What follows belongs to an exercise in optimizing a design on an open flow for small area and a short achievable clock period; a production flow would make more cautious choices.
Only simulation tests tie the RTL to the original design; equivalence was not proved.

===== flow/config.mk =====
export PLATFORM = sky130hd
export DESIGN_NAME = fano_decoder
export DESIGN_NICKNAME = fano_decoder
export VERILOG_FILES = /design/flow/design.v
export SDC_FILE = /design/flow/constraint.sdc
export NUM_CORES = 4
export LEC_CHECK = 0
export CAP_MARGIN = 20
export CORE_MARGIN = 2
export CORE_UTILIZATION = 40
export PLACE_DENSITY = 0.6
export SLEW_MARGIN = 20

===== flow/constraint.sdc =====
create_clock -name core_clock -period 11.0 [get_ports {clk}]
set_input_delay 2.2000 -clock core_clock [delete_from_list [all_inputs] [get_ports {clk}]]
set_output_delay 2.2000 -clock core_clock [all_outputs]
set_load 0.01 [all_outputs]

===== flow/design.v =====
`timescale 1ns / 1ps
module hamming_distance#(
    parameter DEBUG = 0
)(
    input       clk,
    input       reset_n,
    input       i_vld,
    input [1:0] i_mask,
    input [1:0] i_a,
    input [1:0] i_b,    
    output      o_vld,
    output[1:0] o_metric    
);
reg       result[1:0];
reg [1:0] bit_cnt;
reg [1:0] sh_vld;
genvar i;
generate
    for(i=0; i<2; i=i+1) begin   
        always@(posedge clk) begin
            if  (!reset_n) result[i] <= 0;           
            else if(i_vld) result[i] <= (i_a[i] ^ i_b[i]) & i_mask[i];
        end
    end
endgenerate
always@(posedge clk) begin
    if(!reset_n) begin
        sh_vld  <= 0;
        bit_cnt <= 0;
    end else begin
        if(sh_vld[0]) 
            bit_cnt <= result[1] + result[0];
        sh_vld  <= {sh_vld[0], i_vld};        
    end
end
assign o_vld = sh_vld[1];
assign o_metric = bit_cnt;
endmodule
`timescale 1ns / 1ps
module metric_calc#(
    parameter DEBUG = 0
)(
    input       clk,
    input       reset_n,
    input       i_vld,
    input [7:0] i_delta_T,
    input [1:0] i_rib_0,          
    input [1:0] i_rib_1,          
    input [1:0] i_cur_rib,        
    input       A,                
    output              o_vld,
    output        [1:0] o_path,         
    output signed [5:0] o_metric,       
    output              o_decode_sym    
);
localparam mask = 2'b11;
wire             hamm_vld;
wire       [1:0] metric_0, metric_1;
reg              sh_vld;
reg              decode_sym;
reg        [1:0] path;
reg signed [5:0] metric;
reg        [1:0] rib_0r, rib_1r, cur_rib_r;
reg              vld_rsn;
reg        [7:0] delta_T;
always@(posedge clk) begin
    if(!reset_n) delta_T <= i_delta_T;
end
always@(posedge clk) begin
    vld_rsn   <= i_vld;
    rib_0r    <= i_rib_0;
    rib_1r    <= i_rib_1;
    cur_rib_r <= i_cur_rib;
end
hamming_distance#(
    .DEBUG(DEBUG)
) hamm0(
    .clk     (clk      ),
    .reset_n (reset_n  ),
    .i_vld   (vld_rsn  ),
    .i_mask  (mask     ),
    .i_a     (rib_0r   ),
    .i_b     (cur_rib_r),
    .o_vld   (),
    .o_metric(metric_0)
);
hamming_distance#(
    .DEBUG(DEBUG)
) hamm1(
    .clk     (clk      ),
    .reset_n (reset_n  ),
    .i_vld   (vld_rsn  ),
    .i_mask  (mask     ),
    .i_a     (rib_1r   ),
    .i_b     (cur_rib_r),
    .o_vld   (hamm_vld ),
    .o_metric(metric_1 )
);
always@(posedge clk) begin
    if (!reset_n) begin
        path       <= 0;
        decode_sym <= 0;
        metric     <= 0;
        sh_vld     <= 0;
    end else begin
        if (hamm_vld) begin
            if (metric_0 >= metric_1) begin
                path       <= A ? rib_0r : rib_1r;
                decode_sym <= A ? 1'b0 : 1'b1;
                if(metric_1 == 2'b0)                     
                    metric <= A ? $signed({1'b0, metric_0}) * $signed(-delta_T) : $signed(1);                   
                else
                    metric <= A ? $signed({1'b0, metric_0}) * $signed(-delta_T) : $signed({1'b0, metric_1}) * $signed(-delta_T); 
            end else begin                
                path       <= A ? rib_1r : rib_0r;
                decode_sym <= A ? 1'b1 : 1'b0;
                if(metric_0 == 2'b0)
                    metric <= A ? $signed({1'b0, metric_1}) * $signed(-delta_T) : $signed(1);
                else
                    metric <= A ? $signed({1'b0, metric_1}) * $signed(-delta_T) : $signed({1'b0, metric_0}) * $signed(-delta_T);
            end
        end
        sh_vld <= hamm_vld;
    end
end
assign o_path       = path;
assign o_metric     = (metric == 5'b1) ? metric : metric + 5'b1;  
assign o_decode_sym = decode_sym;
assign o_vld        = sh_vld;
endmodule
`timescale 1ns / 1ps
module recover_encoder #(
    parameter DEBUG = 0
)(
    input        clk,
    input        reset_n,
    input        i_diff_en,     
    input [1 :0] i_code_rate,   
    input        i_vld,
    input [88:0] i_data,
    output       o_vld,
    output[1 :0] o_rib_0,
    output[1 :0] o_rib_1    
);
localparam[88:0] mask_1_2 = 89'hD354E3267;                       
localparam[88:0] mask_3_4 = 89'h87AFC51E7688DDEE;                
localparam[88:0] mask_7_8 = 89'o77663166177600720153763372136;   
wire [127:0] data_mask0, data_mask1;
reg  [88 :0] data_r0, data_r1;
reg  [88 :0] mask;
reg  [7  :0] vld_rsn;
reg          diff_reg0, diff_reg1;
reg          parity_0, parity_1;
reg xor_0_0[63 :0];
reg xor_0_1[63 :0];
reg xor_1_0[31 :0];
reg xor_1_1[31 :0];
reg xor_2_0[15 :0];
reg xor_2_1[15 :0];
reg xor_3_0[7  :0];
reg xor_3_1[7  :0];
reg xor_4_0[3  :0];
reg xor_4_1[3  :0];
reg xor_5_0[1  :0];
reg xor_5_1[1  :0];
always@(posedge clk) begin
    if (!reset_n) begin
        case (i_code_rate)
            2'b00:   mask[88:0] <= mask_1_2[88:0];
            2'b01:   mask[88:0] <= mask_3_4[88:0];
            2'b10:   mask[88:0] <= mask_7_8[88:0];
            default: mask[88:0] <= mask_1_2[88:0];
        endcase
    end
end
always@(posedge clk) begin
    if(!reset_n) vld_rsn <= 0;
    else         vld_rsn[7:0] <= {vld_rsn[6:0], i_vld};
end
always@(posedge clk) begin
    if (!reset_n) begin
        diff_reg0  <= 0;
        diff_reg1  <= 1;
    end else if (i_vld) begin  
        if (i_diff_en) begin
            diff_reg0  <= 1'b0 ^ i_data[1];   
            diff_reg1  <= 1'b1 ^ i_data[1];   
        end else begin
            diff_reg0  <= 1'b0;
            diff_reg1  <= 1'b1;
        end
    end
end
always@(posedge clk) begin
    if(!reset_n) begin
        data_r0 <= 0;
        data_r1 <= 0;
    end else begin
        data_r0[88:0] <= {i_data[88:1], diff_reg0} ;  
        data_r1[88:0] <= {i_data[88:1], diff_reg1} ;
    end
end
assign data_mask0 = {{39{1'b0}}, data_r0[88:0]} & mask[88:0];
assign data_mask1 = {{39{1'b0}}, data_r1[88:0]} & mask[88:0];
genvar i;
generate 
    for (i=0; i<64; i++) begin
        always@(posedge clk) begin            
            if (!reset_n) begin
                xor_0_0[i] <= 0;
                xor_0_1[i] <= 0;
            end else begin
                xor_0_0[i] <= data_mask0[2*i] ^ data_mask0[2*i+1];
                xor_0_1[i] <= data_mask1[2*i] ^ data_mask1[2*i+1];
            end
        end
    end
endgenerate
generate
    for (i=0; i<32; i++) begin
        always@(posedge clk) begin
            if (!reset_n) begin
                xor_1_0[i] <= 0;
                xor_1_1[i] <= 0;
            end else begin
                xor_1_0[i] <= xor_0_0[2*i] ^ xor_0_0[2*i+1];
                xor_1_1[i] <= xor_0_1[2*i] ^ xor_0_1[2*i+1];
            end
        end
    end
endgenerate
generate
    for (i=0; i<16; i++) begin
        always@(posedge clk) begin
            if (!reset_n) begin
                xor_2_0[i] <= 0;
                xor_2_1[i] <= 0;
            end else begin
                xor_2_0[i] <= xor_1_0[2*i] ^ xor_1_0[2*i+1];
                xor_2_1[i] <= xor_1_1[2*i] ^ xor_1_1[2*i+1];
            end
        end
    end
endgenerate
generate
    for (i=0; i<8; i++) begin
        always@(posedge clk) begin
            if (!reset_n) begin
                xor_3_0[i] <= 0;
                xor_3_1[i] <= 0;
            end else begin        
                xor_3_0[i] <= xor_2_0[2*i] ^ xor_2_0[2*i+1];
                xor_3_1[i] <= xor_2_1[2*i] ^ xor_2_1[2*i+1];
            end
        end
    end
endgenerate
generate
    for (i=0; i<4; i++) begin
        always@(posedge clk) begin
            if (!reset_n) begin
                xor_4_0[i] <= 0;
                xor_4_1[i] <= 0;
            end else begin
                xor_4_0[i] <= xor_3_0[2*i] ^ xor_3_0[2*i+1];
                xor_4_1[i] <= xor_3_1[2*i] ^ xor_3_1[2*i+1];
            end
        end
    end
endgenerate
generate
    for (i=0; i<2; i++) begin
        always@(posedge clk) begin
            if (!reset_n) begin
                xor_5_0[i] <= 0;
                xor_5_1[i] <= 0;
            end else begin
                xor_5_0[i] <= xor_4_0[2*i] ^ xor_4_0[2*i+1];
                xor_5_1[i] <= xor_4_1[2*i] ^ xor_4_1[2*i+1];
            end
        end
    end
endgenerate
always@(posedge clk) begin
    if (!reset_n) begin
        parity_0 <= 0;
        parity_1 <= 0;
    end else begin
        parity_0 <= xor_5_0[0] ^ xor_5_0[1];
        parity_1 <= xor_5_1[0] ^ xor_5_1[1];
    end
end
assign o_vld   = vld_rsn[7];
assign o_rib_0 = {1'b0, parity_0};
assign o_rib_1 = {1'b1, parity_1};
endmodule
`timescale 1ns / 1ps
module fano_decoder#(
    parameter MAX_SH_W           = 256    
)(
    input                         clk,
    input                         reset_n,
    input                         i_vld,
    input [1                  :0] i_data,              
    input                         i_diff_en,
    input [7                  :0] i_delta_T,
    input [15                 :0] i_forward_step,
    output                        o_vld,
    output                        o_dec_sym
);
localparam code_len1_2 = 36;
localparam mask_1_2    = 89'hFFFFFFFFF;
reg[3:0] state, nextstate;
reg[MAX_SH_W-1:0] A;
reg start_rib_calc;
reg forward_move;
reg back_move;
reg start_init;
reg T_up, T_down;
reg inverse_A;
reg norm_en, norm_en_next;
reg metric_norm;
reg [MAX_SH_W-1:0] pointer;
reg [MAX_SH_W-1:0] sh_d;
reg [MAX_SH_W-1:0] sh_p;
reg [MAX_SH_W-1:0] decode_sh;
reg                metric_vld_sh, forward_move_sh, back_move_sh;
wire[1         :0] rib_0, rib_1;
wire[1         :0] cur_rib;
wire[88        :0] data_to_enc;
wire               rib_d, rib_p;
wire               A_w;
wire               A_back;
wire               to_enc_vld;
wire               encode_vld;
wire               metric_vld;
wire               dec_sym;
wire[1         :0] path;
wire signed[5  :0] metric;
reg                metric_vld_mp_sh;
wire [88       :0] data_to_enc_mp;
wire               to_enc_vld_mp;
wire               rib_mp_d, rib_mp_p;
wire               A_w_mp;
wire [1        :0] cur_rib_mp;
wire [1        :0] rib_1_mp, rib_0_mp;
wire               encode_vld_mp;
wire [1        :0] path_mp;
wire signed [5 :0] metric_mp;
wire               dec_sym_mp;
wire               metric_vld_mp;
reg                A_bit_erase;
reg               in_vld;
reg [1        :0] in_data;
reg signed [15:0] T;
reg signed [15:0] Mp, Mc, Ms;
reg        [11:0] forward_cnt;
reg                nlocal_rst;
always@(posedge clk) begin
    nlocal_rst  <= reset_n;
    in_data     <= i_data;
    if(!reset_n) in_vld <= 1'b0;
    else         in_vld <= i_vld;
end
always@(posedge clk) begin
    if(!nlocal_rst) begin
        sh_d        <= 0;
        sh_p        <= 0;
    end else if(in_vld) begin
        sh_d        <= {sh_d[MAX_SH_W-2:0], in_data[1]};
        sh_p        <= {sh_p[MAX_SH_W-2:0], in_data[0]};
    end
end
assign data_to_enc[88:0] = (decode_sh >> (pointer-1)) & mask_1_2;
assign to_enc_vld = start_rib_calc;
recover_encoder recover_encoder_inst(
    .clk        (clk        ),
    .reset_n    (nlocal_rst ),
    .i_diff_en  (i_diff_en  ),
    .i_code_rate(2'b00      ),
    .i_vld      (to_enc_vld ),
    .i_data     (data_to_enc),
    .o_vld      (encode_vld ),
    .o_rib_0    (rib_0      ),
    .o_rib_1    (rib_1      )
);
assign rib_d = sh_d >> (pointer-1);
assign rib_p = sh_p >> (pointer-1);
assign cur_rib = {rib_d, rib_p};
assign A_w = A >> pointer;
metric_calc metric_calc_inst0(
    .clk         (clk       ),
    .reset_n     (nlocal_rst),
    .i_vld       (encode_vld),
    .i_delta_T   (i_delta_T ),
    .i_rib_0     (rib_0     ),
    .i_rib_1     (rib_1     ),
    .i_cur_rib   (cur_rib   ),
    .A           (A_w       ),
    .o_vld       (metric_vld),
    .o_path      (path      ),
    .o_metric    (metric    ),
    .o_decode_sym(dec_sym   )
);
assign data_to_enc_mp[88:0] = (decode_sh >> pointer) & mask_1_2;
assign to_enc_vld_mp = back_move_sh;
recover_encoder recover_encoder_mp_inst(
    .clk        (clk           ),
    .reset_n    (nlocal_rst    ),
    .i_diff_en  (i_diff_en     ),
    .i_code_rate(2'b00         ),
    .i_vld      (to_enc_vld_mp ),
    .i_data     (data_to_enc_mp),
    .o_vld      (encode_vld_mp ),
    .o_rib_0    (rib_0_mp      ),
    .o_rib_1    (rib_1_mp      )
);
assign rib_mp_d   = sh_d >> pointer;
assign rib_mp_p   = sh_p >> pointer;
assign cur_rib_mp = {rib_mp_d, rib_mp_p};
assign A_w_mp     = A >> (pointer+1);
metric_calc metric_calc_inst1(
    .clk         (clk          ),
    .reset_n     (nlocal_rst   ),
    .i_vld       (encode_vld_mp),
    .i_delta_T   (i_delta_T    ),
    .i_rib_0     (rib_0_mp     ),
    .i_rib_1     (rib_1_mp     ),
    .i_cur_rib   (cur_rib_mp   ),
    .A           (A_w_mp       ),
    .o_vld       (metric_vld_mp),
    .o_path      (path_mp      ),
    .o_metric    (metric_mp    ),
    .o_decode_sym(dec_sym_mp   )
);
always@(posedge clk) begin
    if(!nlocal_rst) begin
        Ms               <= 0;
        metric_vld_sh    <= 0;
        forward_move_sh  <= 0;
        back_move_sh     <= 0;
        metric_vld_mp_sh <= 0;
    end else begin
        if(metric_vld) Ms <= Mc + metric;
        metric_vld_sh     <= metric_vld;
        metric_vld_mp_sh  <= metric_vld_mp;
        forward_move_sh   <= forward_move;
        back_move_sh      <= back_move;
    end
end
always@(posedge clk) begin
    if(!nlocal_rst)
        decode_sh <= 0;
    else if(in_vld)
        decode_sh <= decode_sh << 1;
    else if(forward_move)
        decode_sh <= dec_sym ?  decode_sh |  ({{(MAX_SH_W-1){1'b0}}, 1'b1} << (pointer-1)):
                                decode_sh & ~({{(MAX_SH_W-1){1'b0}}, 1'b1} << (pointer-1));
end
always@(posedge clk) begin
    if(!nlocal_rst) begin
        Mc <= 0;
        Mp <= 0;
    end else if (forward_move) begin
        Mp <= Mc;
        Mc <= Ms;
    end else if (back_move) begin
        Mc <= Mp;
    end else if(metric_norm) begin
        Mp <= Mp >> 1;
        Mc <= Mc >> 1;
    end else if(metric_vld_mp) begin
        if     (forward_cnt == 0) Mp <= -16'd32768;
        else if(forward_cnt == 1) Mp <= 16'd0;
        else                      Mp <= Mp - metric_mp;
    end
end
always@(posedge clk) begin
    if   (!nlocal_rst || start_init) pointer <= 0;
    else if(in_vld || back_move    ) pointer <= pointer < MAX_SH_W - code_len1_2 ? pointer + 1 : pointer;
    else if(forward_move           ) pointer <= pointer > 0                      ? pointer - 1 : 0;
end
always@(posedge clk) begin
    if(!nlocal_rst || start_init) T <= 0;
    else if(T_down              ) T <= T - i_delta_T;
    else if(T_up                ) T <= T + i_delta_T;
    else if(metric_norm         ) T <= T >> 1;
end
always@(posedge clk) begin
    if  (!nlocal_rst || start_init) forward_cnt <= 0;
    else if(forward_move          ) forward_cnt <= forward_cnt < MAX_SH_W ? forward_cnt + 1 : forward_cnt;
    else if(back_move             ) forward_cnt <= forward_cnt > 0        ? forward_cnt - 1 : 0;
end
always@(posedge clk) begin
    if     (!nlocal_rst || start_init  ) A <= 0;
    else if(in_vld                     ) A <= A << 1;
    else if(inverse_A                  ) A <= A |  ({{(MAX_SH_W-1){1'b0}}, 1'b1} << pointer);
    else if(forward_move || A_bit_erase) A <= A & ~({{(MAX_SH_W-1){1'b0}}, 1'b1} << pointer);
end
always@(posedge clk) begin
    if(!nlocal_rst) norm_en <= 1'b0;
    else            norm_en <= norm_en_next;
end
localparam INIT          = 0;
localparam IDLE          = 1;
localparam METRIC_CALC   = 2;
localparam FORWARD_MOVE  = 3;
localparam BACKWARD_MOVE = 4;
always@(posedge clk) begin
    if(!nlocal_rst) state <= INIT;
    else            state <= nextstate;
end
reg signed[15:0] thresh;
always@(posedge clk) begin
    thresh <= T + i_delta_T;
end
assign A_back = A >> (pointer-1);
always@(*) begin
    nextstate         = INIT;
    start_rib_calc    = 0;
    forward_move      = 0;
    back_move         = 0;
    start_init        = 0;
    T_up              = 0;
    T_down            = 0;
    inverse_A         = 0;
    metric_norm       = 0;
    A_bit_erase       = 0;
    norm_en_next      = norm_en;
    case(state)
        INIT: begin
            start_init = 1;
            nextstate  = IDLE;
        end
        IDLE: begin
            nextstate = IDLE;
            if( T == i_forward_step && norm_en) begin
                metric_norm  = 1;
                norm_en_next = 0;
            end
            if(pointer > 0) begin
                start_rib_calc = 1;
                A_bit_erase    = 1;
                nextstate      = METRIC_CALC;
            end
        end
        METRIC_CALC: begin
            nextstate    = METRIC_CALC;
            norm_en_next = 1;
            T_down       = 0;
            if(metric_vld_sh) begin
                if(Ms >= T) begin
                    forward_move = 1;
                    nextstate = FORWARD_MOVE;
                end else if(Mp >= T) begin
                    back_move = 1;
                    nextstate = BACKWARD_MOVE;
                end else begin
                    T_down    = 1;
                    nextstate = IDLE;
                end
            end
        end
        FORWARD_MOVE: begin
            nextstate    = FORWARD_MOVE;
            norm_en_next = 1;
            if(forward_move_sh) begin
                if(Mp < thresh) T_up = 1;
                nextstate = IDLE;
            end
        end
        BACKWARD_MOVE: begin
            nextstate    = BACKWARD_MOVE;
            norm_en_next = 1;
            if(metric_vld_mp_sh) begin
                if (A_back) begin
                    if(Mp >= T) begin
                        back_move = 1;
                        nextstate = BACKWARD_MOVE;
                    end else begin
                        T_down    = 1;
                        nextstate = IDLE;
                    end
                end else begin
                    inverse_A  = 1;
                    start_rib_calc = 1;
                    nextstate  = METRIC_CALC;
                end
            end
        end
        default: begin
            nextstate = INIT;
        end
    endcase
end
assign o_dec_sym = decode_sh[MAX_SH_W-1];
assign o_vld     = in_vld;
endmodule

===== flow/run.sh =====
#!/bin/bash
# synth_recipe.tcl (not shown) runs the flow's synth.tcl, then flattens the netlist and writes it again
# the make line also repeats each setting of config.mk as NAME=value (left out here)
make -C /OpenROAD-flow-scripts/flow DESIGN_CONFIG=/design/flow/config.mk WORK_HOME=/design/flow/orfs CLKGATE_MAP_FILE= SYNTH_SCRIPT=/design/flow/synth_recipe.tcl finish

==> notes.md <==
-- routing by layer --
metal	share of wire, %	track usage (%)	vias up
met5	0.057	0	-
met1	38	56.0	67700
met4	8.7	30.7	58
met2	39	59.4	10400
li1	-	-	57300
met3	14	15.4	2439
-- logic make-up after synthesis --
| logic type | count (synthesis) |
|---|---|
| xor gates and xnor gates | 524 |
| DFF | 1579 |
| adders and majority gates | 147 |
| AOI/OAI and AO/OA | 3844 |
| muxes | 1859 |
| buffers and inverters | 1946 |
| and+or+nand+nor | 5752 |
-- critical path: stages, from the launching register on --
cell       delay [ns]
dfxtp_4          0.92
ha_1             0.47
nand3_1          0.24
or3_1            0.59
nor4_1           0.35
buf_4            0.26
nand4_1          0.73
nand4bb_1        0.99
nor2_1           1.02
nand2_1          0.22
xnor2_1          0.34
or4_1            0.81
or4_1            0.54
nor4_1           1.12
nand4_1          0.19
buf_4            0.31
mux2_2           0.29
a22oi_1          0.18
a21oi_1          0.08
-- worst max path at each step --
stage,start,to,slack (ns),depth (start not counted)
final,pointer[0],metric_calc_inst1.metric[4],1.09,18
after global routing,pointer[0],metric_calc_inst1.metric[4],1.48,19
after CTS,pointer[0],pointer[175],2.09,20
after detailed placement,pointer[0],metric_calc_inst1.metric[4],2.14,19
after global placement,pointer[64],pointer[175],1.91,16
after floorplan,pointer[0],pointer[138],0.70,34
-- per-stage QoR --
step / hold WS, ns / cells / setup WS (ns) / util, % / instance area (sq um)
after floorplan: 0.310 / 15700 / 0.697 / - / 127000
after global placement: 0.311 / 18700 / 1.91 / 41.7 / 132000
after detailed placement: 0.314 / 18700 / 2.14 / 41.7 / 132000
after CTS: 0.330 / 19000 / 2.09 / 43.8 / 139000
after global routing: 0.338 / 19100 / 1.48 / 43.9 / 139000
final: 0.326 / 19100 / 1.09 / 43.9 / 139000
-- placed cells by master (no fill, tap or decap), types with 311 or more instances in the layout --
| master | netlist | routed |
|---|---|---|
| nand3_1 | 637 | 635 |
| mux4_2 | 749 | 749 |
| nor3_1 | 480 | 460 |
| o211ai_1 | 328 | 328 |
| o21ai_0 | 590 | 585 |
| a211oi_1 | 314 | 311 |
| xnor2_1 | 355 | 339 |
| a21oi_1 | 907 | 904 |
| nand2_1 | 1451 | 1448 |
| nor2_1 | 1610 | 1560 |
| dfxtp_1 | 1573 | 1563 |
| buf_4 | 1 | 548 |
| mux2i_1 | 978 | 978 |
-- layout make-up --
type	count	area, sq um
Sequential cell	1579	31700
Multi-Input combinational cell	12100	89200
Antenna cell	43	108
Clock inverter	76	1000
Clock buffer	279	5750
Tap cell	4180	5230
Fill cell	31600	178000
Timing Repair Buffer	646	5750
Inverter	163	651
==> results.yml <==
critical_path:
  crit_type: "reg -> reg"
  r2r_setup_slack_ns: 1.09
  start_kind: "flop"
  crit_required_ns: 11.78
  rr_endpoint: "metric_calc_inst1.metric[4]"
  crit-reg2reg-launch: "pointer[0]"
  rr_worst_depth: 18
  cp_max_fo: 40
  worst_setup_path_end_kind: "flop"
  worstPathArrival_ns: 10.69
yosys:
  syn_nets: 15800
  yosysMostFrequentCell: "nor2_1"
  synth-edff-count: 6
  syn_inst: 15700
  synth_top_cell_by_area: "dfxtp_1"
  yosysWarnings: 17
  synthDistinctLibCells: 105
  synth.avg_cell_area_sq_um: 8.14
  synth_compound_area_share_pct: 20.3
  synth_top_family_by_area: "multiplexers"
  synth.area.top_cells: "dfxtp_1 25%, mux4_2 13%, mux2i_1 7.7%, nor2_1 4.7%, nand2_1 4.3%"
  synthAdderAreaFrac_pct: 1.49
  synth_mux_area_share_pct: 22.1
  synth-seq-area-share_pct: 24.9
  synth_xor_area_share_pct: 3.60
  async_flop_share_pct: 0
  synth-simple-area-share_pct: 21.7
  synthTopCellsByCount: "1610 x nor2_1, 1573 x dfxtp_1, 1451 x nand2_1"
  yosysTopAreaCellShare_pct: 24.7
  synth_ff_type: "dfxtp_1"
  synthesis.area_sq_um: 127000
  synth_seq_cells: 1579
clock_tree:
  cts.path.max_buffers: 4
  clock_latency_ns: 0.96
  postCtsHoldBufs: 0
  cts_sinks: 1579
  cts_root_buf: "clkbuf_16"
  htree_levels: 4
  cts_setup_buffers: 0
  cts_resized: 0
  cts_tree: "built"
  clkTransAtPathRegs_ns: 0.06
  cts_buffers: 196
worst_hold_path:
  hold_depth: 0
  hp-start: "recover_encoder_inst.parity_1"
  hold_end: "metric_calc_inst0.rib_1r[0]"
  worstHoldPathType: "reg -> reg"
detailed_routing:
  viasPerCell: 7.22
  ant_nets: 0
  routed-via-count: 138000
  finalWirelength_mm: 730
  drtPass1Iterations: 10
  drt_iter0_markers: 23300
  drc_errors: 0
  avgRoutedWirePerCell_um: 38.2
sta:
  fin_crit_sh_pct: 90.1
  finalClockSkew_ns: 0.0926
  tns_ns: 0
  finalSetupViolCount: 0
  grt_setup_unrepaired: "false"
  max-slew-margin-rel_pct: 9.01
  fmax_mhz: 101
  finalMaxSlewViolations: 0
  finalHoldViolations: 0
  worst_pin_slew_ns: 1.35
  period_minus_slack_ns: 9.91
floorplan:
  start_util_pct: 40.1
  die_x_um: 568
  dieArea_sq_um: 323000
  die_y_um: 568
  core_sq_um: 318000
  rows: 207
  io-pin-count: 32
global_routing:
  overflow: 0
  grt_pass1_wl_mm: 1010
  grtUsageTotal_pct: 43.3
  antenna_found_initial: 75
  grt_pass1_vias: 123000
  grt_start_max_net_pins: 178
place:
  io_buffer_count: 31
  gp_congestion: 1.12
  place_hpwl_mm: 525
cells_and_area:
  final_nets: 14900
  synthToLayoutAreaGrowth_pct: 9.40
  drive_above_1_share_pct: 14.3
status:
  outcome: "complete, no violations"
run:
  drv_cap: 0

static timing again, ports no longer ideal:
Ports are ideal in the flow. The routed layout listed here was re-timed in OpenROAD.
Step 1 assumes that a clkbuf_16 drives the clock port and a buf_2 every other input.
Step 2 adds t to the input delays and takes it off the output delays; t is the mean of the earliest and latest rising clock arrival at the registers after step 1. Input paths then give back, and output paths get back, about the clock's delay inside the block.
Slacks: no drivers / after step 1 / after step 2; pairs: no drivers / after step 1.
t (ns): 1.026
setup WS [ns]: 1.094 / 1.094 / 1.094
worst setup path after step 2: register to register
After both steps this run still meets setup and hold. For this run, drivers alone change the setup slack by 0.000 ns; drivers and shift together by 0.000 ns.
